Background: an optimization exercise with open tools, aiming at small area, a short achievable clock period and few clock cycles per item. Do not read the settings as production practice. No functional check of the RTL was part of any run shown here.

===== flow/design.v =====
module atang(
	input             clk,
	input             load,       
	input      [11:0] x,
	input      [11:0] y,
	output     [31:0] z,
	output            done        
    );
	reg  [32:0] xr;              
	reg  [34:0] rr;              
	reg  [31:0] zr;
	reg  [31:1] t;               
	wire [30:0] oh = t[31:1] & ~{t[30:1], 1'b0};    
	reg         dn;              
	wire d = rr[34];             
	wire dx = ~dn;
	reg  [29:0] a;
	wire [29:0] anext = ({30{oh[0]}} & 30'h1C128E80) |
	                    ({30{oh[1]}} & 30'h0E400224) |
	                    ({30{oh[2]}} & 30'h0727154C) |
	                    ({30{oh[3]}} & 30'h03946F29) |
	                    ({30{oh[4]}} & 30'h01CA5435) |
	                    ({30{oh[5]}} & 30'h00E52D8D) |
	                    ({30{oh[6]}} & 30'h007296C6) |
	                    ({30{~t[7]}} & {1'b0, a[29:1]});
	wire [32:0] xmask;
	assign xmask[0] = 1'b0;
	assign xmask[1] = t[1];
	assign xmask[2] = t[2];
	assign xmask[3] = t[3];
	assign xmask[4] = t[4];
	assign xmask[5] = t[5];
	assign xmask[6] = t[6];
	assign xmask[7] = t[7];
	assign xmask[8] = t[8];
	assign xmask[9] = t[9];
	assign xmask[10] = t[10];
	assign xmask[11] = t[11];
	assign xmask[12] = t[12];
	assign xmask[13] = t[13];
	assign xmask[14] = t[14];
	assign xmask[15] = t[15];
	assign xmask[16] = t[16];
	assign xmask[17] = t[17];
	assign xmask[18] = t[18];
	assign xmask[19] = t[19];
	assign xmask[20] = t[20];
	assign xmask[21] = t[21];
	assign xmask[22] = t[22];
	assign xmask[23] = t[23];
	assign xmask[24] = t[24];
	assign xmask[25] = t[25];
	assign xmask[26] = t[26];
	assign xmask[27] = t[27];
	assign xmask[28] = t[28];
	assign xmask[29] = t[29];
	assign xmask[30] = t[30];
	assign xmask[32:31] = 2'b11;
	wire [32:0] xm = xr & xmask;
	wire [32:0] ysh;
	assign ysh[0] = (oh[0] & rr[1]) | (oh[1] & rr[3]) | (oh[2] & rr[5]) | (oh[3] & rr[7]) | (oh[4] & rr[9]) | (oh[5] & rr[11]) | (oh[6] & rr[13]) | (oh[7] & rr[15]) | (oh[8] & rr[17]) | (oh[9] & rr[19]) | (oh[10] & rr[21]) | (oh[11] & rr[23]) | (oh[12] & rr[25]) | (oh[13] & rr[27]) | (oh[14] & rr[29]) | (oh[15] & rr[31]) | (oh[16] & rr[33]) | (rr[34] & ~t[17]);
	assign ysh[1] = (oh[0] & rr[2]) | (oh[1] & rr[4]) | (oh[2] & rr[6]) | (oh[3] & rr[8]) | (oh[4] & rr[10]) | (oh[5] & rr[12]) | (oh[6] & rr[14]) | (oh[7] & rr[16]) | (oh[8] & rr[18]) | (oh[9] & rr[20]) | (oh[10] & rr[22]) | (oh[11] & rr[24]) | (oh[12] & rr[26]) | (oh[13] & rr[28]) | (oh[14] & rr[30]) | (oh[15] & rr[32]) | (rr[34] & ~t[16]);
	assign ysh[2] = (oh[0] & rr[3]) | (oh[1] & rr[5]) | (oh[2] & rr[7]) | (oh[3] & rr[9]) | (oh[4] & rr[11]) | (oh[5] & rr[13]) | (oh[6] & rr[15]) | (oh[7] & rr[17]) | (oh[8] & rr[19]) | (oh[9] & rr[21]) | (oh[10] & rr[23]) | (oh[11] & rr[25]) | (oh[12] & rr[27]) | (oh[13] & rr[29]) | (oh[14] & rr[31]) | (oh[15] & rr[33]) | (rr[34] & ~t[16]);
	assign ysh[3] = (oh[0] & rr[4]) | (oh[1] & rr[6]) | (oh[2] & rr[8]) | (oh[3] & rr[10]) | (oh[4] & rr[12]) | (oh[5] & rr[14]) | (oh[6] & rr[16]) | (oh[7] & rr[18]) | (oh[8] & rr[20]) | (oh[9] & rr[22]) | (oh[10] & rr[24]) | (oh[11] & rr[26]) | (oh[12] & rr[28]) | (oh[13] & rr[30]) | (oh[14] & rr[32]) | (rr[34] & ~t[15]);
	assign ysh[4] = (oh[0] & rr[5]) | (oh[1] & rr[7]) | (oh[2] & rr[9]) | (oh[3] & rr[11]) | (oh[4] & rr[13]) | (oh[5] & rr[15]) | (oh[6] & rr[17]) | (oh[7] & rr[19]) | (oh[8] & rr[21]) | (oh[9] & rr[23]) | (oh[10] & rr[25]) | (oh[11] & rr[27]) | (oh[12] & rr[29]) | (oh[13] & rr[31]) | (oh[14] & rr[33]) | (rr[34] & ~t[15]);
	assign ysh[5] = (oh[0] & rr[6]) | (oh[1] & rr[8]) | (oh[2] & rr[10]) | (oh[3] & rr[12]) | (oh[4] & rr[14]) | (oh[5] & rr[16]) | (oh[6] & rr[18]) | (oh[7] & rr[20]) | (oh[8] & rr[22]) | (oh[9] & rr[24]) | (oh[10] & rr[26]) | (oh[11] & rr[28]) | (oh[12] & rr[30]) | (oh[13] & rr[32]) | (rr[34] & ~t[14]);
	assign ysh[6] = (oh[0] & rr[7]) | (oh[1] & rr[9]) | (oh[2] & rr[11]) | (oh[3] & rr[13]) | (oh[4] & rr[15]) | (oh[5] & rr[17]) | (oh[6] & rr[19]) | (oh[7] & rr[21]) | (oh[8] & rr[23]) | (oh[9] & rr[25]) | (oh[10] & rr[27]) | (oh[11] & rr[29]) | (oh[12] & rr[31]) | (oh[13] & rr[33]) | (rr[34] & ~t[14]);
	assign ysh[7] = (oh[0] & rr[8]) | (oh[1] & rr[10]) | (oh[2] & rr[12]) | (oh[3] & rr[14]) | (oh[4] & rr[16]) | (oh[5] & rr[18]) | (oh[6] & rr[20]) | (oh[7] & rr[22]) | (oh[8] & rr[24]) | (oh[9] & rr[26]) | (oh[10] & rr[28]) | (oh[11] & rr[30]) | (oh[12] & rr[32]) | (rr[34] & ~t[13]);
	assign ysh[8] = (oh[0] & rr[9]) | (oh[1] & rr[11]) | (oh[2] & rr[13]) | (oh[3] & rr[15]) | (oh[4] & rr[17]) | (oh[5] & rr[19]) | (oh[6] & rr[21]) | (oh[7] & rr[23]) | (oh[8] & rr[25]) | (oh[9] & rr[27]) | (oh[10] & rr[29]) | (oh[11] & rr[31]) | (oh[12] & rr[33]) | (rr[34] & ~t[13]);
	assign ysh[9] = (oh[0] & rr[10]) | (oh[1] & rr[12]) | (oh[2] & rr[14]) | (oh[3] & rr[16]) | (oh[4] & rr[18]) | (oh[5] & rr[20]) | (oh[6] & rr[22]) | (oh[7] & rr[24]) | (oh[8] & rr[26]) | (oh[9] & rr[28]) | (oh[10] & rr[30]) | (oh[11] & rr[32]) | (rr[34] & ~t[12]);
	assign ysh[10] = (oh[0] & rr[11]) | (oh[1] & rr[13]) | (oh[2] & rr[15]) | (oh[3] & rr[17]) | (oh[4] & rr[19]) | (oh[5] & rr[21]) | (oh[6] & rr[23]) | (oh[7] & rr[25]) | (oh[8] & rr[27]) | (oh[9] & rr[29]) | (oh[10] & rr[31]) | (oh[11] & rr[33]) | (rr[34] & ~t[12]);
	assign ysh[11] = (oh[0] & rr[12]) | (oh[1] & rr[14]) | (oh[2] & rr[16]) | (oh[3] & rr[18]) | (oh[4] & rr[20]) | (oh[5] & rr[22]) | (oh[6] & rr[24]) | (oh[7] & rr[26]) | (oh[8] & rr[28]) | (oh[9] & rr[30]) | (oh[10] & rr[32]) | (rr[34] & ~t[11]);
	assign ysh[12] = (oh[0] & rr[13]) | (oh[1] & rr[15]) | (oh[2] & rr[17]) | (oh[3] & rr[19]) | (oh[4] & rr[21]) | (oh[5] & rr[23]) | (oh[6] & rr[25]) | (oh[7] & rr[27]) | (oh[8] & rr[29]) | (oh[9] & rr[31]) | (oh[10] & rr[33]) | (rr[34] & ~t[11]);
	assign ysh[13] = (oh[0] & rr[14]) | (oh[1] & rr[16]) | (oh[2] & rr[18]) | (oh[3] & rr[20]) | (oh[4] & rr[22]) | (oh[5] & rr[24]) | (oh[6] & rr[26]) | (oh[7] & rr[28]) | (oh[8] & rr[30]) | (oh[9] & rr[32]) | (rr[34] & ~t[10]);
	assign ysh[14] = (oh[0] & rr[15]) | (oh[1] & rr[17]) | (oh[2] & rr[19]) | (oh[3] & rr[21]) | (oh[4] & rr[23]) | (oh[5] & rr[25]) | (oh[6] & rr[27]) | (oh[7] & rr[29]) | (oh[8] & rr[31]) | (oh[9] & rr[33]) | (rr[34] & ~t[10]);
	assign ysh[15] = (oh[0] & rr[16]) | (oh[1] & rr[18]) | (oh[2] & rr[20]) | (oh[3] & rr[22]) | (oh[4] & rr[24]) | (oh[5] & rr[26]) | (oh[6] & rr[28]) | (oh[7] & rr[30]) | (oh[8] & rr[32]) | (rr[34] & ~t[9]);
	assign ysh[16] = (oh[0] & rr[17]) | (oh[1] & rr[19]) | (oh[2] & rr[21]) | (oh[3] & rr[23]) | (oh[4] & rr[25]) | (oh[5] & rr[27]) | (oh[6] & rr[29]) | (oh[7] & rr[31]) | (oh[8] & rr[33]) | (rr[34] & ~t[9]);
	assign ysh[17] = (oh[0] & rr[18]) | (oh[1] & rr[20]) | (oh[2] & rr[22]) | (oh[3] & rr[24]) | (oh[4] & rr[26]) | (oh[5] & rr[28]) | (oh[6] & rr[30]) | (oh[7] & rr[32]) | (rr[34] & ~t[8]);
	assign ysh[18] = (oh[0] & rr[19]) | (oh[1] & rr[21]) | (oh[2] & rr[23]) | (oh[3] & rr[25]) | (oh[4] & rr[27]) | (oh[5] & rr[29]) | (oh[6] & rr[31]) | (oh[7] & rr[33]) | (rr[34] & ~t[8]);
	assign ysh[19] = (oh[0] & rr[20]) | (oh[1] & rr[22]) | (oh[2] & rr[24]) | (oh[3] & rr[26]) | (oh[4] & rr[28]) | (oh[5] & rr[30]) | (oh[6] & rr[32]) | (rr[34] & ~t[7]);
	assign ysh[20] = (oh[0] & rr[21]) | (oh[1] & rr[23]) | (oh[2] & rr[25]) | (oh[3] & rr[27]) | (oh[4] & rr[29]) | (oh[5] & rr[31]) | (oh[6] & rr[33]) | (rr[34] & ~t[7]);
	assign ysh[21] = (oh[0] & rr[22]) | (oh[1] & rr[24]) | (oh[2] & rr[26]) | (oh[3] & rr[28]) | (oh[4] & rr[30]) | (oh[5] & rr[32]) | (rr[34] & ~t[6]);
	assign ysh[22] = (oh[0] & rr[23]) | (oh[1] & rr[25]) | (oh[2] & rr[27]) | (oh[3] & rr[29]) | (oh[4] & rr[31]) | (oh[5] & rr[33]) | (rr[34] & ~t[6]);
	assign ysh[23] = (oh[0] & rr[24]) | (oh[1] & rr[26]) | (oh[2] & rr[28]) | (oh[3] & rr[30]) | (oh[4] & rr[32]) | (rr[34] & ~t[5]);
	assign ysh[24] = (oh[0] & rr[25]) | (oh[1] & rr[27]) | (oh[2] & rr[29]) | (oh[3] & rr[31]) | (oh[4] & rr[33]) | (rr[34] & ~t[5]);
	assign ysh[25] = (oh[0] & rr[26]) | (oh[1] & rr[28]) | (oh[2] & rr[30]) | (oh[3] & rr[32]) | (rr[34] & ~t[4]);
	assign ysh[26] = (oh[0] & rr[27]) | (oh[1] & rr[29]) | (oh[2] & rr[31]) | (oh[3] & rr[33]) | (rr[34] & ~t[4]);
	assign ysh[27] = (oh[0] & rr[28]) | (oh[1] & rr[30]) | (oh[2] & rr[32]) | (rr[34] & ~t[3]);
	assign ysh[28] = (oh[0] & rr[29]) | (oh[1] & rr[31]) | (oh[2] & rr[33]) | (rr[34] & ~t[3]);
	assign ysh[29] = (oh[0] & rr[30]) | (oh[1] & rr[32]) | (rr[34] & ~t[2]);
	assign ysh[30] = (oh[0] & rr[31]) | (oh[1] & rr[33]) | (rr[34] & ~t[2]);
	assign ysh[31] = (oh[0] & rr[32]) | (rr[34] & ~t[1]);
	assign ysh[32] = (oh[0] & rr[33]) | (rr[34] & ~t[1]);
	wire [34:0] rnext;
	wire [32:0] xnext;
	wire [31:0] znext;
	add35 radd(.a({rr[33:0], 1'b0}), .b({2'b00, xm} ^ {35{~d}}), .ci(~d), .s(rnext));
	add33 xadd(.a(xr), .b(ysh ^ {33{dx}}), .ci(dx), .s(xnext));
	add32 zadd(.a(zr), .b({2'b00, a} ^ {32{dx}}), .ci(dx), .s(znext));
	wire [12:0] xy_sum, xy_dif;
	add13 sadd(.a({1'b0, x}), .b({1'b0, y}), .ci(1'b0), .s(xy_sum));
	add13 dadd(.a({1'b0, y}), .b(~{1'b0, x}), .ci(1'b1), .s(xy_dif));
	always @(posedge clk) begin
		t <= load ? 31'h7fffffff : {t[30:1], 1'b0};
		a <= load ? 30'h35214E63 : anext;
		dn <= load ? ~xy_dif[12] : ~rnext[34];
		if (load) begin
			xr <= {1'b0, xy_sum, 19'b0};
			rr <= {{3{xy_dif[12]}}, xy_dif, 19'b0};
			zr <= 32'h5A000000;
		end else begin
			xr <= xnext;
			rr <= rnext;
			zr <= znext;
		end
	end
	wire [14:0] zl = zr[14:0] ^ {15{dn}};
	assign done = ~|a[29:14] & (zl >= {a[13:0], 1'b0});
	assign z = zr;
endmodule
module add35(input [34:0] a, input [34:0] b, input ci, output [34:0] s);
	wire [34:0] p0 = a ^ b;
	wire [34:0] g0 = a & b;
	wire gc0 = g0[0] | (p0[0] & ci);
	wire gn1 = g0[1] | (p0[1] & gc0);
	wire gn2 = g0[3] | (p0[3] & g0[2]);
	wire pn2 = p0[3] & p0[2];
	wire gn3 = g0[5] | (p0[5] & g0[4]);
	wire pn3 = p0[5] & p0[4];
	wire gn4 = g0[7] | (p0[7] & g0[6]);
	wire pn4 = p0[7] & p0[6];
	wire gn5 = g0[9] | (p0[9] & g0[8]);
	wire pn5 = p0[9] & p0[8];
	wire gn6 = g0[11] | (p0[11] & g0[10]);
	wire pn6 = p0[11] & p0[10];
	wire gn7 = g0[13] | (p0[13] & g0[12]);
	wire pn7 = p0[13] & p0[12];
	wire gn8 = g0[15] | (p0[15] & g0[14]);
	wire pn8 = p0[15] & p0[14];
	wire gn9 = g0[17] | (p0[17] & g0[16]);
	wire pn9 = p0[17] & p0[16];
	wire gn10 = g0[19] | (p0[19] & g0[18]);
	wire pn10 = p0[19] & p0[18];
	wire gn11 = g0[21] | (p0[21] & g0[20]);
	wire pn11 = p0[21] & p0[20];
	wire gn12 = g0[23] | (p0[23] & g0[22]);
	wire pn12 = p0[23] & p0[22];
	wire gn13 = g0[25] | (p0[25] & g0[24]);
	wire pn13 = p0[25] & p0[24];
	wire gn14 = g0[27] | (p0[27] & g0[26]);
	wire pn14 = p0[27] & p0[26];
	wire gn15 = g0[29] | (p0[29] & g0[28]);
	wire pn15 = p0[29] & p0[28];
	wire gn16 = g0[31] | (p0[31] & g0[30]);
	wire pn16 = p0[31] & p0[30];
	wire gn17 = g0[33] | (p0[33] & g0[32]);
	wire pn17 = p0[33] & p0[32];
	wire gn18 = g0[2] | (p0[2] & gn1);
	wire gn19 = gn2 | (pn2 & gn1);
	wire gn20 = g0[6] | (p0[6] & gn3);
	wire pn20 = p0[6] & pn3;
	wire gn21 = gn4 | (pn4 & gn3);
	wire pn21 = pn4 & pn3;
	wire gn22 = g0[10] | (p0[10] & gn5);
	wire pn22 = p0[10] & pn5;
	wire gn23 = gn6 | (pn6 & gn5);
	wire pn23 = pn6 & pn5;
	wire gn24 = g0[14] | (p0[14] & gn7);
	wire pn24 = p0[14] & pn7;
	wire gn25 = gn8 | (pn8 & gn7);
	wire pn25 = pn8 & pn7;
	wire gn26 = g0[18] | (p0[18] & gn9);
	wire pn26 = p0[18] & pn9;
	wire gn27 = gn10 | (pn10 & gn9);
	wire pn27 = pn10 & pn9;
	wire gn28 = g0[22] | (p0[22] & gn11);
	wire pn28 = p0[22] & pn11;
	wire gn29 = gn12 | (pn12 & gn11);
	wire pn29 = pn12 & pn11;
	wire gn30 = g0[26] | (p0[26] & gn13);
	wire pn30 = p0[26] & pn13;
	wire gn31 = gn14 | (pn14 & gn13);
	wire pn31 = pn14 & pn13;
	wire gn32 = g0[30] | (p0[30] & gn15);
	wire pn32 = p0[30] & pn15;
	wire gn33 = gn16 | (pn16 & gn15);
	wire pn33 = pn16 & pn15;
	wire gn34 = g0[34] | (p0[34] & gn17);
	wire pn34 = p0[34] & pn17;
	wire gn35 = g0[4] | (p0[4] & gn19);
	wire gn36 = gn3 | (pn3 & gn19);
	wire gn37 = gn20 | (pn20 & gn19);
	wire gn38 = gn21 | (pn21 & gn19);
	wire gn39 = g0[12] | (p0[12] & gn23);
	wire pn39 = p0[12] & pn23;
	wire gn40 = gn7 | (pn7 & gn23);
	wire pn40 = pn7 & pn23;
	wire gn41 = gn24 | (pn24 & gn23);
	wire pn41 = pn24 & pn23;
	wire gn42 = gn25 | (pn25 & gn23);
	wire pn42 = pn25 & pn23;
	wire gn43 = g0[20] | (p0[20] & gn27);
	wire pn43 = p0[20] & pn27;
	wire gn44 = gn11 | (pn11 & gn27);
	wire pn44 = pn11 & pn27;
	wire gn45 = gn28 | (pn28 & gn27);
	wire pn45 = pn28 & pn27;
	wire gn46 = gn29 | (pn29 & gn27);
	wire pn46 = pn29 & pn27;
	wire gn47 = g0[28] | (p0[28] & gn31);
	wire pn47 = p0[28] & pn31;
	wire gn48 = gn15 | (pn15 & gn31);
	wire pn48 = pn15 & pn31;
	wire gn49 = gn32 | (pn32 & gn31);
	wire pn49 = pn32 & pn31;
	wire gn50 = gn33 | (pn33 & gn31);
	wire pn50 = pn33 & pn31;
	wire gn51 = g0[8] | (p0[8] & gn38);
	wire gn52 = gn5 | (pn5 & gn38);
	wire gn53 = gn22 | (pn22 & gn38);
	wire gn54 = gn23 | (pn23 & gn38);
	wire gn55 = gn39 | (pn39 & gn38);
	wire gn56 = gn40 | (pn40 & gn38);
	wire gn57 = gn41 | (pn41 & gn38);
	wire gn58 = gn42 | (pn42 & gn38);
	wire gn59 = g0[24] | (p0[24] & gn46);
	wire pn59 = p0[24] & pn46;
	wire gn60 = gn13 | (pn13 & gn46);
	wire pn60 = pn13 & pn46;
	wire gn61 = gn30 | (pn30 & gn46);
	wire pn61 = pn30 & pn46;
	wire gn62 = gn31 | (pn31 & gn46);
	wire pn62 = pn31 & pn46;
	wire gn63 = gn47 | (pn47 & gn46);
	wire pn63 = pn47 & pn46;
	wire gn64 = gn48 | (pn48 & gn46);
	wire pn64 = pn48 & pn46;
	wire gn65 = gn49 | (pn49 & gn46);
	wire pn65 = pn49 & pn46;
	wire gn66 = gn50 | (pn50 & gn46);
	wire pn66 = pn50 & pn46;
	wire gn67 = g0[16] | (p0[16] & gn58);
	wire gn68 = gn9 | (pn9 & gn58);
	wire gn69 = gn26 | (pn26 & gn58);
	wire gn70 = gn27 | (pn27 & gn58);
	wire gn71 = gn43 | (pn43 & gn58);
	wire gn72 = gn44 | (pn44 & gn58);
	wire gn73 = gn45 | (pn45 & gn58);
	wire gn74 = gn46 | (pn46 & gn58);
	wire gn75 = gn59 | (pn59 & gn58);
	wire gn76 = gn60 | (pn60 & gn58);
	wire gn77 = gn61 | (pn61 & gn58);
	wire gn78 = gn62 | (pn62 & gn58);
	wire gn79 = gn63 | (pn63 & gn58);
	wire gn80 = gn64 | (pn64 & gn58);
	wire gn81 = gn65 | (pn65 & gn58);
	wire gn82 = gn66 | (pn66 & gn58);
	wire gn83 = g0[32] | (p0[32] & gn82);
	wire gn84 = gn17 | (pn17 & gn82);
	wire gn85 = gn34 | (pn34 & gn82);
	wire [34:0] c;
	assign c[0] = ci;
	assign c[1] = gc0;
	assign c[2] = gn1;
	assign c[3] = gn18;
	assign c[4] = gn19;
	assign c[5] = gn35;
	assign c[6] = gn36;
	assign c[7] = gn37;
	assign c[8] = gn38;
	assign c[9] = gn51;
	assign c[10] = gn52;
	assign c[11] = gn53;
	assign c[12] = gn54;
	assign c[13] = gn55;
	assign c[14] = gn56;
	assign c[15] = gn57;
	assign c[16] = gn58;
	assign c[17] = gn67;
	assign c[18] = gn68;
	assign c[19] = gn69;
	assign c[20] = gn70;
	assign c[21] = gn71;
	assign c[22] = gn72;
	assign c[23] = gn73;
	assign c[24] = gn74;
	assign c[25] = gn75;
	assign c[26] = gn76;
	assign c[27] = gn77;
	assign c[28] = gn78;
	assign c[29] = gn79;
	assign c[30] = gn80;
	assign c[31] = gn81;
	assign c[32] = gn82;
	assign c[33] = gn83;
	assign c[34] = gn84;
	assign s = p0 ^ c;
endmodule
module add33(input [32:0] a, input [32:0] b, input ci, output [32:0] s);
	wire [32:0] p0 = a ^ b;
	wire [32:0] g0 = a & b;
	wire gc0 = g0[0] | (p0[0] & ci);
	wire gn1 = g0[1] | (p0[1] & gc0);
	wire gn2 = g0[3] | (p0[3] & g0[2]);
	wire pn2 = p0[3] & p0[2];
	wire gn3 = g0[5] | (p0[5] & g0[4]);
	wire pn3 = p0[5] & p0[4];
	wire gn4 = g0[7] | (p0[7] & g0[6]);
	wire pn4 = p0[7] & p0[6];
	wire gn5 = g0[9] | (p0[9] & g0[8]);
	wire pn5 = p0[9] & p0[8];
	wire gn6 = g0[11] | (p0[11] & g0[10]);
	wire pn6 = p0[11] & p0[10];
	wire gn7 = g0[13] | (p0[13] & g0[12]);
	wire pn7 = p0[13] & p0[12];
	wire gn8 = g0[15] | (p0[15] & g0[14]);
	wire pn8 = p0[15] & p0[14];
	wire gn9 = g0[17] | (p0[17] & g0[16]);
	wire pn9 = p0[17] & p0[16];
	wire gn10 = g0[19] | (p0[19] & g0[18]);
	wire pn10 = p0[19] & p0[18];
	wire gn11 = g0[21] | (p0[21] & g0[20]);
	wire pn11 = p0[21] & p0[20];
	wire gn12 = g0[23] | (p0[23] & g0[22]);
	wire pn12 = p0[23] & p0[22];
	wire gn13 = g0[25] | (p0[25] & g0[24]);
	wire pn13 = p0[25] & p0[24];
	wire gn14 = g0[27] | (p0[27] & g0[26]);
	wire pn14 = p0[27] & p0[26];
	wire gn15 = g0[29] | (p0[29] & g0[28]);
	wire pn15 = p0[29] & p0[28];
	wire gn16 = g0[31] | (p0[31] & g0[30]);
	wire pn16 = p0[31] & p0[30];
	wire gn17 = g0[2] | (p0[2] & gn1);
	wire gn18 = gn2 | (pn2 & gn1);
	wire gn19 = g0[6] | (p0[6] & gn3);
	wire pn19 = p0[6] & pn3;
	wire gn20 = gn4 | (pn4 & gn3);
	wire pn20 = pn4 & pn3;
	wire gn21 = g0[10] | (p0[10] & gn5);
	wire pn21 = p0[10] & pn5;
	wire gn22 = gn6 | (pn6 & gn5);
	wire pn22 = pn6 & pn5;
	wire gn23 = g0[14] | (p0[14] & gn7);
	wire pn23 = p0[14] & pn7;
	wire gn24 = gn8 | (pn8 & gn7);
	wire pn24 = pn8 & pn7;
	wire gn25 = g0[18] | (p0[18] & gn9);
	wire pn25 = p0[18] & pn9;
	wire gn26 = gn10 | (pn10 & gn9);
	wire pn26 = pn10 & pn9;
	wire gn27 = g0[22] | (p0[22] & gn11);
	wire pn27 = p0[22] & pn11;
	wire gn28 = gn12 | (pn12 & gn11);
	wire pn28 = pn12 & pn11;
	wire gn29 = g0[26] | (p0[26] & gn13);
	wire pn29 = p0[26] & pn13;
	wire gn30 = gn14 | (pn14 & gn13);
	wire pn30 = pn14 & pn13;
	wire gn31 = g0[30] | (p0[30] & gn15);
	wire pn31 = p0[30] & pn15;
	wire gn32 = gn16 | (pn16 & gn15);
	wire pn32 = pn16 & pn15;
	wire gn33 = g0[4] | (p0[4] & gn18);
	wire gn34 = gn3 | (pn3 & gn18);
	wire gn35 = gn19 | (pn19 & gn18);
	wire gn36 = gn20 | (pn20 & gn18);
	wire gn37 = g0[12] | (p0[12] & gn22);
	wire pn37 = p0[12] & pn22;
	wire gn38 = gn7 | (pn7 & gn22);
	wire pn38 = pn7 & pn22;
	wire gn39 = gn23 | (pn23 & gn22);
	wire pn39 = pn23 & pn22;
	wire gn40 = gn24 | (pn24 & gn22);
	wire pn40 = pn24 & pn22;
	wire gn41 = g0[20] | (p0[20] & gn26);
	wire pn41 = p0[20] & pn26;
	wire gn42 = gn11 | (pn11 & gn26);
	wire pn42 = pn11 & pn26;
	wire gn43 = gn27 | (pn27 & gn26);
	wire pn43 = pn27 & pn26;
	wire gn44 = gn28 | (pn28 & gn26);
	wire pn44 = pn28 & pn26;
	wire gn45 = g0[28] | (p0[28] & gn30);
	wire pn45 = p0[28] & pn30;
	wire gn46 = gn15 | (pn15 & gn30);
	wire pn46 = pn15 & pn30;
	wire gn47 = gn31 | (pn31 & gn30);
	wire pn47 = pn31 & pn30;
	wire gn48 = gn32 | (pn32 & gn30);
	wire pn48 = pn32 & pn30;
	wire gn49 = g0[8] | (p0[8] & gn36);
	wire gn50 = gn5 | (pn5 & gn36);
	wire gn51 = gn21 | (pn21 & gn36);
	wire gn52 = gn22 | (pn22 & gn36);
	wire gn53 = gn37 | (pn37 & gn36);
	wire gn54 = gn38 | (pn38 & gn36);
	wire gn55 = gn39 | (pn39 & gn36);
	wire gn56 = gn40 | (pn40 & gn36);
	wire gn57 = g0[24] | (p0[24] & gn44);
	wire pn57 = p0[24] & pn44;
	wire gn58 = gn13 | (pn13 & gn44);
	wire pn58 = pn13 & pn44;
	wire gn59 = gn29 | (pn29 & gn44);
	wire pn59 = pn29 & pn44;
	wire gn60 = gn30 | (pn30 & gn44);
	wire pn60 = pn30 & pn44;
	wire gn61 = gn45 | (pn45 & gn44);
	wire pn61 = pn45 & pn44;
	wire gn62 = gn46 | (pn46 & gn44);
	wire pn62 = pn46 & pn44;
	wire gn63 = gn47 | (pn47 & gn44);
	wire pn63 = pn47 & pn44;
	wire gn64 = gn48 | (pn48 & gn44);
	wire pn64 = pn48 & pn44;
	wire gn65 = g0[16] | (p0[16] & gn56);
	wire gn66 = gn9 | (pn9 & gn56);
	wire gn67 = gn25 | (pn25 & gn56);
	wire gn68 = gn26 | (pn26 & gn56);
	wire gn69 = gn41 | (pn41 & gn56);
	wire gn70 = gn42 | (pn42 & gn56);
	wire gn71 = gn43 | (pn43 & gn56);
	wire gn72 = gn44 | (pn44 & gn56);
	wire gn73 = gn57 | (pn57 & gn56);
	wire gn74 = gn58 | (pn58 & gn56);
	wire gn75 = gn59 | (pn59 & gn56);
	wire gn76 = gn60 | (pn60 & gn56);
	wire gn77 = gn61 | (pn61 & gn56);
	wire gn78 = gn62 | (pn62 & gn56);
	wire gn79 = gn63 | (pn63 & gn56);
	wire gn80 = gn64 | (pn64 & gn56);
	wire gn81 = g0[32] | (p0[32] & gn80);
	wire [32:0] c;
	assign c[0] = ci;
	assign c[1] = gc0;
	assign c[2] = gn1;
	assign c[3] = gn17;
	assign c[4] = gn18;
	assign c[5] = gn33;
	assign c[6] = gn34;
	assign c[7] = gn35;
	assign c[8] = gn36;
	assign c[9] = gn49;
	assign c[10] = gn50;
	assign c[11] = gn51;
	assign c[12] = gn52;
	assign c[13] = gn53;
	assign c[14] = gn54;
	assign c[15] = gn55;
	assign c[16] = gn56;
	assign c[17] = gn65;
	assign c[18] = gn66;
	assign c[19] = gn67;
	assign c[20] = gn68;
	assign c[21] = gn69;
	assign c[22] = gn70;
	assign c[23] = gn71;
	assign c[24] = gn72;
	assign c[25] = gn73;
	assign c[26] = gn74;
	assign c[27] = gn75;
	assign c[28] = gn76;
	assign c[29] = gn77;
	assign c[30] = gn78;
	assign c[31] = gn79;
	assign c[32] = gn80;
	assign s = p0 ^ c;
endmodule
module add32(input [31:0] a, input [31:0] b, input ci, output [31:0] s);
	wire [31:0] p0 = a ^ b;
	wire [31:0] g0 = a & b;
	wire gc0 = g0[0] | (p0[0] & ci);
	wire gn1 = g0[1] | (p0[1] & gc0);
	wire gn2 = g0[3] | (p0[3] & g0[2]);
	wire pn2 = p0[3] & p0[2];
	wire gn3 = g0[5] | (p0[5] & g0[4]);
	wire pn3 = p0[5] & p0[4];
	wire gn4 = g0[7] | (p0[7] & g0[6]);
	wire pn4 = p0[7] & p0[6];
	wire gn5 = g0[9] | (p0[9] & g0[8]);
	wire pn5 = p0[9] & p0[8];
	wire gn6 = g0[11] | (p0[11] & g0[10]);
	wire pn6 = p0[11] & p0[10];
	wire gn7 = g0[13] | (p0[13] & g0[12]);
	wire pn7 = p0[13] & p0[12];
	wire gn8 = g0[15] | (p0[15] & g0[14]);
	wire pn8 = p0[15] & p0[14];
	wire gn9 = g0[17] | (p0[17] & g0[16]);
	wire pn9 = p0[17] & p0[16];
	wire gn10 = g0[19] | (p0[19] & g0[18]);
	wire pn10 = p0[19] & p0[18];
	wire gn11 = g0[21] | (p0[21] & g0[20]);
	wire pn11 = p0[21] & p0[20];
	wire gn12 = g0[23] | (p0[23] & g0[22]);
	wire pn12 = p0[23] & p0[22];
	wire gn13 = g0[25] | (p0[25] & g0[24]);
	wire pn13 = p0[25] & p0[24];
	wire gn14 = g0[27] | (p0[27] & g0[26]);
	wire pn14 = p0[27] & p0[26];
	wire gn15 = g0[29] | (p0[29] & g0[28]);
	wire pn15 = p0[29] & p0[28];
	wire gn16 = g0[31] | (p0[31] & g0[30]);
	wire pn16 = p0[31] & p0[30];
	wire gn17 = g0[2] | (p0[2] & gn1);
	wire gn18 = gn2 | (pn2 & gn1);
	wire gn19 = g0[6] | (p0[6] & gn3);
	wire pn19 = p0[6] & pn3;
	wire gn20 = gn4 | (pn4 & gn3);
	wire pn20 = pn4 & pn3;
	wire gn21 = g0[10] | (p0[10] & gn5);
	wire pn21 = p0[10] & pn5;
	wire gn22 = gn6 | (pn6 & gn5);
	wire pn22 = pn6 & pn5;
	wire gn23 = g0[14] | (p0[14] & gn7);
	wire pn23 = p0[14] & pn7;
	wire gn24 = gn8 | (pn8 & gn7);
	wire pn24 = pn8 & pn7;
	wire gn25 = g0[18] | (p0[18] & gn9);
	wire pn25 = p0[18] & pn9;
	wire gn26 = gn10 | (pn10 & gn9);
	wire pn26 = pn10 & pn9;
	wire gn27 = g0[22] | (p0[22] & gn11);
	wire pn27 = p0[22] & pn11;
	wire gn28 = gn12 | (pn12 & gn11);
	wire pn28 = pn12 & pn11;
	wire gn29 = g0[26] | (p0[26] & gn13);
	wire pn29 = p0[26] & pn13;
	wire gn30 = gn14 | (pn14 & gn13);
	wire pn30 = pn14 & pn13;
	wire gn31 = g0[30] | (p0[30] & gn15);
	wire pn31 = p0[30] & pn15;
	wire gn32 = gn16 | (pn16 & gn15);
	wire pn32 = pn16 & pn15;
	wire gn33 = g0[4] | (p0[4] & gn18);
	wire gn34 = gn3 | (pn3 & gn18);
	wire gn35 = gn19 | (pn19 & gn18);
	wire gn36 = gn20 | (pn20 & gn18);
	wire gn37 = g0[12] | (p0[12] & gn22);
	wire pn37 = p0[12] & pn22;
	wire gn38 = gn7 | (pn7 & gn22);
	wire pn38 = pn7 & pn22;
	wire gn39 = gn23 | (pn23 & gn22);
	wire pn39 = pn23 & pn22;
	wire gn40 = gn24 | (pn24 & gn22);
	wire pn40 = pn24 & pn22;
	wire gn41 = g0[20] | (p0[20] & gn26);
	wire pn41 = p0[20] & pn26;
	wire gn42 = gn11 | (pn11 & gn26);
	wire pn42 = pn11 & pn26;
	wire gn43 = gn27 | (pn27 & gn26);
	wire pn43 = pn27 & pn26;
	wire gn44 = gn28 | (pn28 & gn26);
	wire pn44 = pn28 & pn26;
	wire gn45 = g0[28] | (p0[28] & gn30);
	wire pn45 = p0[28] & pn30;
	wire gn46 = gn15 | (pn15 & gn30);
	wire pn46 = pn15 & pn30;
	wire gn47 = gn31 | (pn31 & gn30);
	wire pn47 = pn31 & pn30;
	wire gn48 = gn32 | (pn32 & gn30);
	wire pn48 = pn32 & pn30;
	wire gn49 = g0[8] | (p0[8] & gn36);
	wire gn50 = gn5 | (pn5 & gn36);
	wire gn51 = gn21 | (pn21 & gn36);
	wire gn52 = gn22 | (pn22 & gn36);
	wire gn53 = gn37 | (pn37 & gn36);
	wire gn54 = gn38 | (pn38 & gn36);
	wire gn55 = gn39 | (pn39 & gn36);
	wire gn56 = gn40 | (pn40 & gn36);
	wire gn57 = g0[24] | (p0[24] & gn44);
	wire pn57 = p0[24] & pn44;
	wire gn58 = gn13 | (pn13 & gn44);
	wire pn58 = pn13 & pn44;
	wire gn59 = gn29 | (pn29 & gn44);
	wire pn59 = pn29 & pn44;
	wire gn60 = gn30 | (pn30 & gn44);
	wire pn60 = pn30 & pn44;
	wire gn61 = gn45 | (pn45 & gn44);
	wire pn61 = pn45 & pn44;
	wire gn62 = gn46 | (pn46 & gn44);
	wire pn62 = pn46 & pn44;
	wire gn63 = gn47 | (pn47 & gn44);
	wire pn63 = pn47 & pn44;
	wire gn64 = gn48 | (pn48 & gn44);
	wire pn64 = pn48 & pn44;
	wire gn65 = g0[16] | (p0[16] & gn56);
	wire gn66 = gn9 | (pn9 & gn56);
	wire gn67 = gn25 | (pn25 & gn56);
	wire gn68 = gn26 | (pn26 & gn56);
	wire gn69 = gn41 | (pn41 & gn56);
	wire gn70 = gn42 | (pn42 & gn56);
	wire gn71 = gn43 | (pn43 & gn56);
	wire gn72 = gn44 | (pn44 & gn56);
	wire gn73 = gn57 | (pn57 & gn56);
	wire gn74 = gn58 | (pn58 & gn56);
	wire gn75 = gn59 | (pn59 & gn56);
	wire gn76 = gn60 | (pn60 & gn56);
	wire gn77 = gn61 | (pn61 & gn56);
	wire gn78 = gn62 | (pn62 & gn56);
	wire gn79 = gn63 | (pn63 & gn56);
	wire gn80 = gn64 | (pn64 & gn56);
	wire [31:0] c;
	assign c[0] = ci;
	assign c[1] = gc0;
	assign c[2] = gn1;
	assign c[3] = gn17;
	assign c[4] = gn18;
	assign c[5] = gn33;
	assign c[6] = gn34;
	assign c[7] = gn35;
	assign c[8] = gn36;
	assign c[9] = gn49;
	assign c[10] = gn50;
	assign c[11] = gn51;
	assign c[12] = gn52;
	assign c[13] = gn53;
	assign c[14] = gn54;
	assign c[15] = gn55;
	assign c[16] = gn56;
	assign c[17] = gn65;
	assign c[18] = gn66;
	assign c[19] = gn67;
	assign c[20] = gn68;
	assign c[21] = gn69;
	assign c[22] = gn70;
	assign c[23] = gn71;
	assign c[24] = gn72;
	assign c[25] = gn73;
	assign c[26] = gn74;
	assign c[27] = gn75;
	assign c[28] = gn76;
	assign c[29] = gn77;
	assign c[30] = gn78;
	assign c[31] = gn79;
	assign s = p0 ^ c;
endmodule
module add13(input [12:0] a, input [12:0] b, input ci, output [12:0] s);
	wire [12:0] p0 = a ^ b;
	wire [12:0] g0 = a & b;
	wire gc0 = g0[0] | (p0[0] & ci);
	wire gn1 = g0[1] | (p0[1] & gc0);
	wire gn2 = g0[3] | (p0[3] & g0[2]);
	wire pn2 = p0[3] & p0[2];
	wire gn3 = g0[5] | (p0[5] & g0[4]);
	wire pn3 = p0[5] & p0[4];
	wire gn4 = g0[7] | (p0[7] & g0[6]);
	wire pn4 = p0[7] & p0[6];
	wire gn5 = g0[9] | (p0[9] & g0[8]);
	wire pn5 = p0[9] & p0[8];
	wire gn6 = g0[11] | (p0[11] & g0[10]);
	wire pn6 = p0[11] & p0[10];
	wire gn7 = g0[2] | (p0[2] & gn1);
	wire gn8 = gn2 | (pn2 & gn1);
	wire gn9 = g0[6] | (p0[6] & gn3);
	wire pn9 = p0[6] & pn3;
	wire gn10 = gn4 | (pn4 & gn3);
	wire pn10 = pn4 & pn3;
	wire gn11 = g0[10] | (p0[10] & gn5);
	wire pn11 = p0[10] & pn5;
	wire gn12 = gn6 | (pn6 & gn5);
	wire pn12 = pn6 & pn5;
	wire gn13 = g0[4] | (p0[4] & gn8);
	wire gn14 = gn3 | (pn3 & gn8);
	wire gn15 = gn9 | (pn9 & gn8);
	wire gn16 = gn10 | (pn10 & gn8);
	wire gn17 = g0[12] | (p0[12] & gn12);
	wire pn17 = p0[12] & pn12;
	wire gn18 = g0[8] | (p0[8] & gn16);
	wire gn19 = gn5 | (pn5 & gn16);
	wire gn20 = gn11 | (pn11 & gn16);
	wire gn21 = gn12 | (pn12 & gn16);
	wire gn22 = gn17 | (pn17 & gn16);
	wire [12:0] c;
	assign c[0] = ci;
	assign c[1] = gc0;
	assign c[2] = gn1;
	assign c[3] = gn7;
	assign c[4] = gn8;
	assign c[5] = gn13;
	assign c[6] = gn14;
	assign c[7] = gn15;
	assign c[8] = gn16;
	assign c[9] = gn18;
	assign c[10] = gn19;
	assign c[11] = gn20;
	assign c[12] = gn21;
	assign s = p0 ^ c;
endmodule
module conv_dec_ascii(
	input  [16:0] d_in,
	output [20:0] digits     
    );
	wire [6:0] i = d_in[16:10];
	wire [9:0] f = d_in[9:0];
	wire [13:0] m1 = {1'b0, f, 3'b0} + {3'b0, f, 1'b0};
	wire [13:0] m2 = {1'b0, m1[9:0], 3'b0} + {3'b0, m1[9:0], 1'b0};
	wire [13:0] m3 = {1'b0, m2[9:0], 3'b0} + {3'b0, m2[9:0], 1'b0};
	wire [3:0] qh = m1[13:10];
	wire [3:0] qt = m2[13:10];
	wire [3:0] qo = m3[13:10];
	wire [3:0] it = (i >= 7'd120) ? 4'd12 : (i >= 7'd110) ? 4'd11 : (i >= 7'd100) ? 4'd10 :
	                (i >= 7'd90) ? 4'd9 : (i >= 7'd80) ? 4'd8 : (i >= 7'd70) ? 4'd7 :
	                (i >= 7'd60) ? 4'd6 : (i >= 7'd50) ? 4'd5 : (i >= 7'd40) ? 4'd4 :
	                (i >= 7'd30) ? 4'd3 : (i >= 7'd20) ? 4'd2 : (i >= 7'd10) ? 4'd1 : 4'd0;
	wire [6:0] io = i - {it, 3'b0} - {2'b0, it, 1'b0};
	wire       ih = it[3] & (it[2] | it[1]);
	wire [8:0] ti = {ih, ih ? it - 4'd10 : it, io[3:0]};
	assign digits = {ti, qh, qt, qo};
endmodule
module CRC(
	input  [20:0] digits,    
	output [7:0]  crc
    );
	function [7:0] crc8;
		input [47:0] m;
		integer k;
		reg [7:0] c;
		reg fb;
		begin
			c = 8'h80;
			for (k = 47; k >= 0; k = k - 1) begin
				fb = c[7] ^ m[k];
				c = {c[6:0], 1'b0} ^ (fb ? 8'h31 : 8'h00);
			end
			crc8 = c;
		end
	endfunction
	wire [47:0] text = {7'b0011000, digits[20], 4'h3, digits[19:16], 4'h3, digits[15:12],
	                    4'h3, digits[11:8], 4'h3, digits[7:4], 4'h3, digits[3:0]};
	assign crc = crc8(text);
endmodule
module angle_frame(
	input clk,
	input rst,
	input start,
	input [11:0] x,
	input [11:0] y,
	output [55:0] frame,
	output frame_valid
    );
	reg        busy;
	reg        valid;
	reg  [20:0] dig;
	reg  [7:0]  crc_hi;          
	wire [31:0] z;
	wire [20:0] dig_next;
	wire [7:0]  crc_hi_next, crc_lo, crc_0;
	wire        done;
	atang Arctg_alg(.clk(clk), .load(start), .x(x), .y(y), .z(z), .done(done));
	conv_dec_ascii Conversie(.d_in(z[31:15]), .digits(dig_next));
	CRC crc_a(.digits({dig_next[20:4], 4'd0}), .crc(crc_hi_next));
	CRC crc_b(.digits({17'd0, dig[3:0]}), .crc(crc_lo));
	CRC crc_c(.digits(21'd0), .crc(crc_0));
	wire last = done;
	always @(posedge clk) begin
		dig <= dig_next;
		crc_hi <= crc_hi_next;
		if (rst) begin
			busy  <= 1'b0;
			valid <= 1'b0;
		end else begin
			busy  <= start | (busy & ~last);
			valid <= busy & last;
		end
	end
	assign frame = {7'b0011000, dig[20], 4'h3, dig[19:16], 4'h3, dig[15:12],
	                4'h3, dig[11:8], 4'h3, dig[7:4], 4'h3, dig[3:0],
	                crc_hi ^ crc_lo ^ crc_0};
	assign frame_valid = valid;
endmodule

===== flow/flow/run.sh =====
#!/bin/bash
# Layout flow: the standard synthesis, then the combinational logic
# (everything but the flip-flops, which keep their names and cells) is
# re-mapped by ABC with an area-recovering script; then the standard
# layout from the netlist, with sky130_fd_sc_hd__buf_4 port buffers.
# Every tool's output goes to a log file in this folder.
set -euo pipefail
bash standard.sh synth > flow_synth.log 2>&1
R=orfs/results/sky130hd/angle_frame/base
cp $R/1_2_yosys.v $R/1_2_yosys_standard.v
LIB=$FLOW_HOME/platforms/sky130hd/lib/sky130_fd_sc_hd__tt_025C_1v80.lib
sed -e "s#@IN@#$R/1_2_yosys_standard.v#" -e "s#@OUT@#$R/1_2_yosys.v#" \
    -e "s#@LIB@#$LIB#g" -e "s#@ABC@#flow/resynth.abc#" flow/resynth.ys > resynth.ys
yosys -l yosys_resynth.log -q resynth.ys > /dev/null 2>&1
bash standard.sh BUFFER_PORTS_ARGS="-buffer_cell sky130_fd_sc_hd__buf_4" finish > flow_finish.log 2>&1

===== flow/flow/resynth.abc =====
strash
dch
map -B 0.2
topo
stime -c
upsize -c
dnsize -c

===== flow/flow/resynth.ys =====
read_liberty -overwrite -ignore_miss_func @LIB@
read_verilog -overwrite @IN@
hierarchy -top angle_frame
setattr -mod -set keep_hierarchy 1 sky130_fd_sc_hd__df*
flatten
opt_clean
abc -script @ABC@ -liberty @LIB@ -dont_use sky130_fd_sc_hd__lpflow_bleeder_1 -dont_use sky130_fd_sc_hd__lpflow_clkbufkapwr_1 -dont_use sky130_fd_sc_hd__lpflow_clkbufkapwr_16 -dont_use sky130_fd_sc_hd__lpflow_clkbufkapwr_2 -dont_use sky130_fd_sc_hd__lpflow_clkbufkapwr_4 -dont_use sky130_fd_sc_hd__lpflow_clkbufkapwr_8 -dont_use sky130_fd_sc_hd__lpflow_clkinvkapwr_1 -dont_use sky130_fd_sc_hd__lpflow_clkinvkapwr_16 -dont_use sky130_fd_sc_hd__lpflow_clkinvkapwr_2 -dont_use sky130_fd_sc_hd__lpflow_clkinvkapwr_4 -dont_use sky130_fd_sc_hd__lpflow_clkinvkapwr_8 -dont_use sky130_fd_sc_hd__lpflow_decapkapwr_12 -dont_use sky130_fd_sc_hd__lpflow_decapkapwr_3 -dont_use sky130_fd_sc_hd__lpflow_decapkapwr_4 -dont_use sky130_fd_sc_hd__lpflow_decapkapwr_6 -dont_use sky130_fd_sc_hd__lpflow_decapkapwr_8 -dont_use sky130_fd_sc_hd__lpflow_inputiso0n_1 -dont_use sky130_fd_sc_hd__lpflow_inputiso0p_1 -dont_use sky130_fd_sc_hd__lpflow_inputiso1n_1 -dont_use sky130_fd_sc_hd__lpflow_inputiso1p_1 -dont_use sky130_fd_sc_hd__lpflow_inputisolatch_1 -dont_use sky130_fd_sc_hd__lpflow_isobufsrc_1 -dont_use sky130_fd_sc_hd__lpflow_isobufsrc_16 -dont_use sky130_fd_sc_hd__lpflow_isobufsrc_2 -dont_use sky130_fd_sc_hd__lpflow_isobufsrc_4 -dont_use sky130_fd_sc_hd__lpflow_isobufsrc_8 -dont_use sky130_fd_sc_hd__lpflow_isobufsrckapwr_16 -dont_use sky130_fd_sc_hd__lpflow_lsbuf_lh_hl_isowell_tap_1 -dont_use sky130_fd_sc_hd__lpflow_lsbuf_lh_hl_isowell_tap_2 -dont_use sky130_fd_sc_hd__lpflow_lsbuf_lh_hl_isowell_tap_4 -dont_use sky130_fd_sc_hd__lpflow_lsbuf_lh_isowell_4 -dont_use sky130_fd_sc_hd__lpflow_lsbuf_lh_isowell_tap_1 -dont_use sky130_fd_sc_hd__lpflow_lsbuf_lh_isowell_tap_2 -dont_use sky130_fd_sc_hd__lpflow_lsbuf_lh_isowell_tap_4 -dont_use sky130_fd_sc_hd__probe_p_8 -dont_use sky130_fd_sc_hd__probec_p_8 
opt_clean -purge
hilomap -singleton -hicell sky130_fd_sc_hd__conb_1 HI -locell sky130_fd_sc_hd__conb_1 LO
setundef -zero
splitnets
opt_clean -purge
stat -liberty @LIB@
delete =sky130_fd_sc_hd__*
write_verilog -noattr -noexpr -nohex -nodec @OUT@

===== flow/standard.sh =====
#!/bin/bash
# synth_recipe.tcl (not shown) runs the flow's synth.tcl, then flattens the netlist and writes it again
# the make line also repeats each setting of config.mk as NAME=value (left out here)
make -C /OpenROAD-flow-scripts/flow DESIGN_CONFIG=/design/flow/config.mk WORK_HOME=/design/flow/orfs CLKGATE_MAP_FILE= SYNTH_SCRIPT=/design/flow/synth_recipe.tcl "${@:-finish}"

===== flow/config.mk =====
export PLATFORM = sky130hd
export DESIGN_NAME = angle_frame
export DESIGN_NICKNAME = angle_frame
export VERILOG_FILES = /design/flow/design.v
export SDC_FILE = /design/flow/constraint.sdc
export NUM_CORES = 8
export LEC_CHECK = 0
export CAP_MARGIN = 20
export CORE_MARGIN = 2
export CORE_UTILIZATION = 40
export SETUP_SLACK_MARGIN = 4.0
export SLEW_MARGIN = 20
export SYNTH_MEMORY_MAX_BITS = 65536

===== flow/constraint.sdc =====
create_clock -name core_clock -period 8.0 [get_ports {clk}]
set_input_delay 1.6000 -clock core_clock [delete_from_list [all_inputs] [get_ports {clk}]]
set_output_delay 1.6000 -clock core_clock [all_outputs]
set_load 0.01 [all_outputs]

==> summary.md, run 1 <==
| Metric | Value |
|---|---|
| Worst hold start | Arctg_alg.t[26] |
| Status | no timing/DRC/antenna violations |
| Crit path max-delay family | simple AND/OR/NAND/NOR gates |
| Die Area | 41020 µm² |
| FF+latch area | 3844 µm² |
| Top Ports | 84 |
| # hold bufs at CTS | 0 |
| CTS clk-pin slew, worst paths | 0.07 ns |
| Layout cells sized above 1 | 12.06% |
| Reg2reg start | Arctg_alg.rr[29] |
| CTS tree | done |
| Synthesis-to-layout area growth | 11.86% |
| Finish-stage setup viols | 0 |
| Largest net degree at the start of global routing | 112 |
| Cells after Synth | 2406 |
| R2r worst-path depth | 15 |
| Diodes inserted | 0 |
| Met3 Track Usage GR | 5.008% |
| Grt ovf | 0 |
| WL/cell | 17.70 µm |
| Final Hold Fails | 0 |
| CTS Buf Count | 17 |
| Clock Skew | 0.01386 ns |
| CP arrival | 4.24 ns |
| Global Route met2 Usage | 43.42% |
| Initial antenna violation count | 0 |
| GR Layer Usage met1 | 33.77% |
| Crit path max fanout | 10 |
| Hold depth | 1 |
| Post-Syn Area per Cell | 6.553 µm² |
| Die Ht | 202.5 µm |
| Clock root cell | clkbuf_16 |
| Clk latency of the worst-skew pair | 0.50 ns |
| Row count | 72 |
| MaxCap Viol Count | 0 |
| Critical path launch point type | flop |
| Max Clock Freq | 259.2 MHz |
| Fillcell total | 4116 |
| First-pass GRT wire length | 85560 µm |
| Yosys warns | 3 |
| Post-Syn Area | 15770 µm² |
| Final worst-path cycle share | 48.22% |
| DRT Pass-1 Iters | 6 |
| Worst r2r dst | Arctg_alg.xr[32] |
| Final HPWL DP | 39710 µm |
| RSZ-0062 raised after global routing | true |
| Vias in the first global route | 15908 |
| PortBufs | 56 |
| WS Path Type | reg -> reg |
| Max clock buf depth | 2 |
| Worst-Margin Slew | 0.8143 ns |
| Initial Util | 40.70% |
| H-tree Lvls | 4 |
| End of the worst hold path | Arctg_alg.t[27] |
| Crit path capture type | flop |
| Period minus WS final | 3.858 ns |
| Largest stage delay on the critical path | 0.73 ns |
| Vias/cell | 5.532 |
| DR iter-0 viols | 1533 |
| Area of the multi-input gates | 10730 µm² |
| Routability cong. | 1.019 |
| Via count | 16851 |
| Setup TNS | 0 ns |
| Hold Path Class | reg -> reg |
| Die width | 202.5 µm |
| CP Cell Sequence | clkinvlp_4, o22ai_1, nor3_1, nand4_1, xor2_1, xor2_1, nand4_1, nand3_2, nand4_2, a31oi_2, nand4_1, nand3_2, nand3_1, nand3_1, a21oi_1 |
| Final Slew Violations | 0 |
| Headroom to the max-slew limit | 45.71% |
| Global Route Usage Sum | 26.37% |
| Clk sinks | 191 |
| Commonest non-fill, non-tap cell in the layout | nand2_1 |
| GRT Max-Usage Layer | met2 |
| Core box area | 38740 µm² |
| CP required | 8.38 ns |
| WL final | 53930 µm |
| Net count, final | 2543 |
| Slowest-stage cell, CP | dfxtp_1 |
| Post-route ant nets | 0 |
| Drc violations | 0 |
| Commonest non-fill, non-tap cells in the layout | nand2_1, nor2_1, clkinv_1 |
| Worst path buffer plus inverter count | 1 |
| Most common cell on crit path | nand4_1 |
| R2R setup slack | 4.14 ns |
## how the worst max path moves through the flow
stage,start,to,cells past startpoint
2_1_floorplan,Arctg_alg.rr[34],Arctg_alg.rr[23],19
3_3_place_gp,y[0],Arctg_alg.rr[33],24
3_5_place_dp,y[0],Arctg_alg.rr[33],24
4_1_cts,Arctg_alg.t[11],Arctg_alg.xr[32],16
5_1_grt,Arctg_alg.dn,Arctg_alg.zr[30],19
6_report,Arctg_alg.rr[29],Arctg_alg.xr[32],15
## flip-flops by register name (all words and copies together), names as in the netlist
signal and cells:
Arctg_alg.rr 34, busy 1, Arctg_alg.zr 32, Arctg_alg.xr 33, Arctg_alg.t 30, dig 21
crc_hi 8, Arctg_alg.a 30, Arctg_alg.dn 1, valid 1
## per-layer routing
metal / part of all wire (%) / vias up / routed length (µm)
li1: - / 8413 / -
met1: 43 / 7680 / 23410
met2: 46 / 614 / 24610
met3: 7.2 / 144 / 3883
met4: 3.8 / 0 / 2024
met5: 0 / - / 0
## per-stage QoR
stage	worst slack, ns	util [%]	instance area, µm²	std cells	hold slack [ns]
2_1_floorplan	4.178	-	15860	2431	0.4147
3_3_place_gp	3.904	43.80	16970	3009	0.4257
3_5_place_dp	3.821	43.80	16970	3009	0.4273
4_1_cts	4.011	45.26	17530	3040	0.4497
5_1_grt	3.949	45.53	17640	3046	0.4684
6_report	4.142	45.53	17640	3046	0.4462
## final cells by class
class                   instances  share of cell area (%)
clock inverters                13                  0.6810
repair buffers                 67                   3.029
clock buffers                  18                   2.490
multi-input cells            1916                   60.85
flip-flops and latches        191                   21.79
well taps                     518                   3.675
inverters                     323                   7.484
## repair_timing
action	CTS	global route
gates resized for setup	1	20
pin swaps	0	1
setup buffers	0	6
hold endpoints to repair	0	0
setup endpoints to repair	1	36
==> run 2: changes to the inputs <==
--- a/flow/flow/run.sh
+++ b/flow/flow/run.sh
@@ -3,5 +3,5 @@
 # (everything but the flip-flops, which keep their names and cells) is
 # re-mapped by ABC with an area-recovering script; then the standard
-# layout from the netlist, with sky130_fd_sc_hd__buf_4 port buffers.
+# layout from the netlist, with sky130_fd_sc_hd__buf_2 port buffers.
 # Every tool's output goes to a log file in this folder.
 set -euo pipefail
@@ -13,3 +13,3 @@
     -e "s#@LIB@#$LIB#g" -e "s#@ABC@#flow/resynth.abc#" flow/resynth.ys > resynth.ys
 yosys -l yosys_resynth.log -q resynth.ys > /dev/null 2>&1
-bash standard.sh BUFFER_PORTS_ARGS="-buffer_cell sky130_fd_sc_hd__buf_4" finish > flow_finish.log 2>&1
+bash standard.sh BUFFER_PORTS_ARGS="-buffer_cell sky130_fd_sc_hd__buf_2" finish > flow_finish.log 2>&1
==> summary.md, run 2 <==
| Metric | Value |
|---|---|
| RSZ-0062 raised after global routing | true |
| Setup TNS | 0 ns |
| Area of the multi-input gates | 10770 µm² |
| Hold depth | 1 |
| Slowest-stage cell, CP | nor3_1 |
| Yosys warns | 3 |
| Post-Syn Area per Cell | 6.553 µm² |
| Vias/cell | 5.573 |
| Global Route Usage Sum | 26.50% |
| Max reg flops | 34 |
| GR Layer Usage met1 | 33.71% |
| Initial antenna violation count | 0 |
| Diodes inserted | 0 |
| Crit path max fanout | 26 |
| CTS clk-pin slew, worst paths | 0.08 ns |
| Largest net degree at the start of global routing | 112 |
| Final instance area | 17580 µm² |
| Final Hold Fails | 0 |
| Most common cell on crit path | nand4_1 |
| Cells after Synth | 2406 |
| MaxCap Viol Count | 0 |
| Reg2reg start | Arctg_alg.t[1] |
| Crit path max-delay family | simple AND/OR/NAND/NOR gates |
| Vias in the first global route | 16150 |
| Initial Util | 40.70% |
| Worst-Margin Slew | 0.7647 ns |
| Clk latency of the worst-skew pair | 0.48 ns |
| Die width | 202.5 µm |
| CP Cell Sequence | buf_6, inv_8, nand2_8, o22ai_1, nor3_1, nand4_1, xor2_1, xor2_2, nand4_1, nand3_2, nand4_2, a31oi_2, nand4_1, nand3_2, nand3_1, nand3_1, a21oi_1 |
| WL/cell | 17.93 µm |
| Max Clock Freq | 258.3 MHz |
| CTS Buf Count | 17 |
| FF+latch area | 3842 µm² |
| Row count | 72 |
| Period minus WS final | 3.871 ns |
| DRT Pass-1 Iters | 6 |
| Met3 Track Usage GR | 3.515% |
| Clk sinks | 191 |
| Largest regs | Arctg_alg.rr: 34 flops, Arctg_alg.xr: 33 flops, Arctg_alg.zr: 32 flops |
| Placed cell area | 16830 µm² |
| Largest stage delay on the critical path | 0.36 ns |
| Global Route met2 Usage | 44.37% |
| Layout cells sized above 1 | 12.32% |
| Routability cong. | 1.054 |
| Max clock buf depth | 2 |
| First-pass GRT wire length | 86530 µm |
| WS Path Type | reg -> reg |
| End of the worst hold path | Arctg_alg.t[25] |
| DR iter-0 viols | 1348 |
| Biggest register | Arctg_alg.rr |
| Headroom to the max-slew limit | 49.02% |
| Synthesis-to-layout area growth | 11.49% |
| Commonest non-fill, non-tap cell in the layout | nand2_1 |
| Fillcell total | 4056 |
| Die Area | 41020 µm² |
| # hold bufs at CTS | 0 |
| Worst hold start | Arctg_alg.t[24] |
| Core box area | 38740 µm² |
| Crit path capture type | flop |
| Grt ovf | 0 |
| Final worst-path cycle share | 48.39% |
| CTS tree | done |
| Commonest non-fill, non-tap cells in the layout | nand2_1, nor2_1, clkinv_1 |
| Top Ports | 84 |
| Die Ht | 202.5 µm |
| Clock Skew | 0.01025 ns |
| Via count | 16960 |
| PortBufs | 56 |
| Hold Path Class | reg -> reg |
| Worst r2r dst | Arctg_alg.xr[32] |
| WL final | 54580 µm |
| Final Slew Violations | 0 |
| Drc violations | 0 |
| Post-route ant nets | 0 |
| GRT Max-Usage Layer | met2 |
| CP required | 8.35 ns |
| Clock root cell | clkbuf_16 |
| Net count, final | 2539 |
| CP arrival | 4.23 ns |
| Post-Syn Area | 15770 µm² |
| H-tree Lvls | 4 |
| R2R setup slack | 4.13 ns |
| Worst path buffer plus inverter count | 2 |
| Finish-stage setup viols | 0 |
| Critical path launch point type | flop |
| R2r worst-path depth | 17 |
| Final HPWL DP | 40310 µm |
| Status | no timing/DRC/antenna violations |
[run 2: what timing repair did]
item,in CTS,in global routing
setup endpoints to repair,18,41
pin swaps,0,1
resized for setup,5,24
setup buffers,0,2
[run 2: per-layer routing]
metal | part of all wire, % | vias to the layer above
li1 | - | 8397
met1 | 44 | 7817
met2 | 46 | 594
met3 | 5.9 | 152
met4 | 4.4 | 0
met5 | 0 | -
[run 2: worst max-delay path by stage]
| stage | slack [ns] | start | endpoint | depth (start not counted) |
|---|---|---|---|---|
| 6_report | 4.13 | Arctg_alg.t[1] | Arctg_alg.xr[32] | 17 |
| 5_1_grt | 3.94 | Arctg_alg.rr[34] | Arctg_alg.rr[28] | 20 |
| 4_1_cts | 4.01 | Arctg_alg.rr[34] | Arctg_alg.rr[28] | 20 |
| 3_5_place_dp | 3.72 | Arctg_alg.rr[34] | Arctg_alg.rr[28] | 20 |
| 3_3_place_gp | 3.78 | x[1] | Arctg_alg.xr[31] | 19 |
| 2_1_floorplan | 4.18 | Arctg_alg.rr[34] | Arctg_alg.rr[23] | 19 |
[run 2: layout make-up]
class | instances | area share, %
Clock buffer | 18 | 2.498
Clock inverter | 14 | 1.103
Inverter | 323 | 7.495
Multi-Input combinational cell | 1916 | 61.24
Sequential cell | 191 | 21.86
Tap cell | 518 | 3.687
Timing Repair Buffer | 63 | 2.121
[run 2: worst reg2reg max path, stage by stage, from the launching register on]
cell and delay (ns):
dfxtp_1 0.33, buf_6 0.30, inv_8 0.15, nand2_8 0.20
o22ai_1 0.11, nor3_1 0.36, nand4_1 0.20, xor2_1 0.34
xor2_2 0.27, nand4_1 0.26, nand3_2 0.22, nand4_2 0.14
a31oi_2 0.35, nand4_1 0.20, nand3_2 0.12, nand3_1 0.07
nand3_1 0.08, a21oi_1 0.05
[run 2: metrics by stage]
stage,hold WS [ns],instances,worst slack (ns),util (%)
finish,0.4430,3043,4.129,45.38
global route,0.4579,3043,3.937,45.38
CTS,0.4477,3041,4.005,45.12
detailed placement,0.4221,3009,3.718,43.44
global placement,0.4284,3009,3.785,43.44
floorplan,0.4147,2431,4.178,-
==> run 3: changes to the inputs <==
--- a/flow/config.mk
+++ b/flow/config.mk
@@ -9,4 +9,5 @@
 export CORE_MARGIN = 2
 export CORE_UTILIZATION = 40
+export CTS_BUF_LIST = sky130_fd_sc_hd__clkbuf_8
 export SETUP_SLACK_MARGIN = 4.0
 export SLEW_MARGIN = 20
==> summary.md, run 3 <==
| Metric | Value |
|---|---|
| GR Layer Usage met1 | 33.60% |
| Grt ovf | 0 |
| Final Slew Violations | 0 |
| CTS tree | done |
| RSZ-0062 raised after global routing | true |
| Top Ports | 84 |
| Period minus WS final | 3.843 ns |
| Clk latency of the worst-skew pair | 0.52 ns |
| Clock root cell | clkbuf_8 |
| Hold Path Class | reg -> reg |
| Routability cong. | 1.054 |
| Global Route met2 Usage | 43.62% |
| H-tree Lvls | 4 |
| Hold depth | 1 |
| CTS clk-pin slew, worst paths | 0.12 ns |
| # hold bufs at CTS | 0 |
| CTS Buf Count | 17 |
| Crit path max fanout | 26 |
| Die Ht | 202.5 µm |
| Critical path launch point type | flop |
| Clk sinks | 191 |
| Post-route ant nets | 0 |
| CP required | 8.41 ns |
| Max clock buf depth | 2 |
| Post-Syn Area per Cell | 6.553 µm² |
| CP arrival | 4.25 ns |
| Met3 Track Usage GR | 4.270% |
| Global Route Usage Sum | 26.44% |
| Post-Syn Area | 15770 µm² |
| Row count | 72 |
| Worst-Margin Slew | 0.8014 ns |
| Largest regs | Arctg_alg.rr: 34 flops, Arctg_alg.xr: 33 flops, Arctg_alg.zr: 32 flops |
| Crit path capture type | flop |
| WS Path Type | reg -> reg |
| Final HPWL DP | 40310 µm |
| Area of the multi-input gates | 10750 µm² |
| Final Util | 44.86% |
| Max Clock Freq | 260.2 MHz |
| Commonest non-fill, non-tap cell in the layout | nand2_1 |
| Final worst-path cycle share | 48.03% |
| Initial Util | 40.70% |
| Drc violations | 0 |
| Diodes inserted | 0 |
| Max reg flops | 34 |
| Yosys warns | 3 |
| Fillcell total | 4073 |
| Commonest non-fill, non-tap cells in the layout | nand2_1, nor2_1, clkinv_1 |
| Die Area | 41020 µm² |
| WL/cell | 17.91 µm |
| FF+latch area | 3845 µm² |
| Cells after Synth | 2406 |
| DRT Pass-1 Iters | 8 |
| Core box area | 38740 µm² |
| Finish-stage setup viols | 0 |
| Vias/cell | 5.543 |
| WL final | 54490 µm |
| Status | no timing/DRC/antenna violations |
| First-pass GRT wire length | 86290 µm |
| Clock Skew | 0.01666 ns |
| Final Hold Fails | 0 |
| Initial antenna violation count | 1 |
| DR iter-0 viols | 1415 |
| Headroom to the max-slew limit | 46.50% |
| Largest net degree at the start of global routing | 112 |
| Vias in the first global route | 16086 |
| Die width | 202.5 µm |
| R2r worst-path depth | 17 |
| Net count, final | 2539 |
| Via count | 16866 |
| Synthesis-to-layout area growth | 10.22% |
| MaxCap Viol Count | 0 |
| Layout cells sized above 1 | 12.28% |
| Biggest register | Arctg_alg.rr |
| PortBufs | 56 |
| Setup TNS | 0 ns |
| GRT Max-Usage Layer | met2 |
[run 3: changes by cell type in the layout (fill, tap and decap cells not counted)]
cell	change
dfxtp_2	+2
o21ai_1	+1
dfxtp_1	-2
a21boi_2	-1
o21ai_2	-1
clkbuf_8	+17
a21oi_1	+1
a21oi_2	-1
a21boi_1	+1
clkbuf_16	-17
[run 3: worst paths after layout]
kind	startpoint	endpoint	slack (ns)
setup / recovery	Arctg_alg.t[1]	Arctg_alg.xr[32]	4.16
hold / removal	Arctg_alg.t[20]	Arctg_alg.t[21]	0.44
setup reg to reg	Arctg_alg.t[1]	Arctg_alg.xr[32]	4.16
hold reg to reg	Arctg_alg.t[20]	Arctg_alg.t[21]	0.44
[run 3: repair_timing]
item,in CTS,in global routing
setup buffers,0,2
endpoints found under the setup margin,18,42
gates resized for setup,5,23
gates cloned,0,0
hold endpoints to repair,0,0
[run 3: per-stage QoR]
stage,hold slack (ns),cells,cell area (µm²),setup slack (ns)
6_report,0.4439,3043,17380,4.157
3_3_place_gp,0.4284,3009,16830,3.785
3_5_place_dp,0.4221,3009,16830,3.718
4_1_cts,0.4472,3041,17290,4.005
2_1_floorplan,0.4147,2431,15860,4.178
5_1_grt,0.4660,3043,17380,3.933
[run 3: layout make-up]
class,count,area share (%)
Clock inverter,14,1.116
Sequential cell,191,22.12
Timing Repair Buffer,63,2.145
Multi-Input combinational cell,1916,61.88
Tap cell,518,3.729
Clock buffer,18,1.425
Inverter,323,7.581
[run 3: per-layer routing]
metal,vias to the layer above,wire length [µm]
met5,-,12
met4,2,2672
met3,162,3292
met2,563,24730
met1,7744,23780
li1,8395,-
[run 3: worst max-delay path, cell delays in order (launching register included)]
cell     delay [ns]
dfxtp_1        0.34
buf_6          0.29
inv_8          0.15
nand2_8        0.20
o22ai_1        0.11
nor3_1         0.35
nand4_1        0.20
xor2_1         0.34
xor2_2         0.27
nand4_1        0.26
nand3_2        0.21
nand4_2        0.13
a31oi_2        0.35
nand4_1        0.20
nand3_2        0.12
nand3_1        0.07
nand3_1        0.08
a21oi_1        0.05

==> afterwards: timing with drivers on the ports <==
In the flow no input, the clock included, has a driving cell. The finished layouts below were timed again as built, in two steps.
Step 1: set_driving_cell puts a clkbuf_16 on clk and a buf_2 on each other input, an assumption about the parent block.
Step 2 adds t to the input delays and takes it off the output delays; t is the mean of the earliest and latest rising clock arrival at the registers after step 1. Input paths then give back, and output paths get back, about the clock's delay inside the block.
a / b / c = no drivers / after step 1 / after step 2; a / b = the first two.
| run | t, ns | setup WS [ns] | clock arrival spread, ns | worst slew at a driven data input, ns | cell pins on the clock port's net |
|---|---|---|---|---|---|
| run 1 | 0.556 | 4.142 / 4.142 / 3.890 | 0.013 / 0.014 | 0.04 | 1 |
| run 2 | 0.522 | 4.129 / 4.129 / 3.895 | 0.010 / 0.010 | 0.03 | 1 |
| run 3 | 0.570 | 4.157 / 4.157 / 3.833 | 0.017 / 0.017 | 0.03 | 1 |
After both steps setup and hold are still met in every run listed. The setup slack of run 3, which loses most, moves by 0.000 ns with the drivers and by -0.324 ns with both steps.
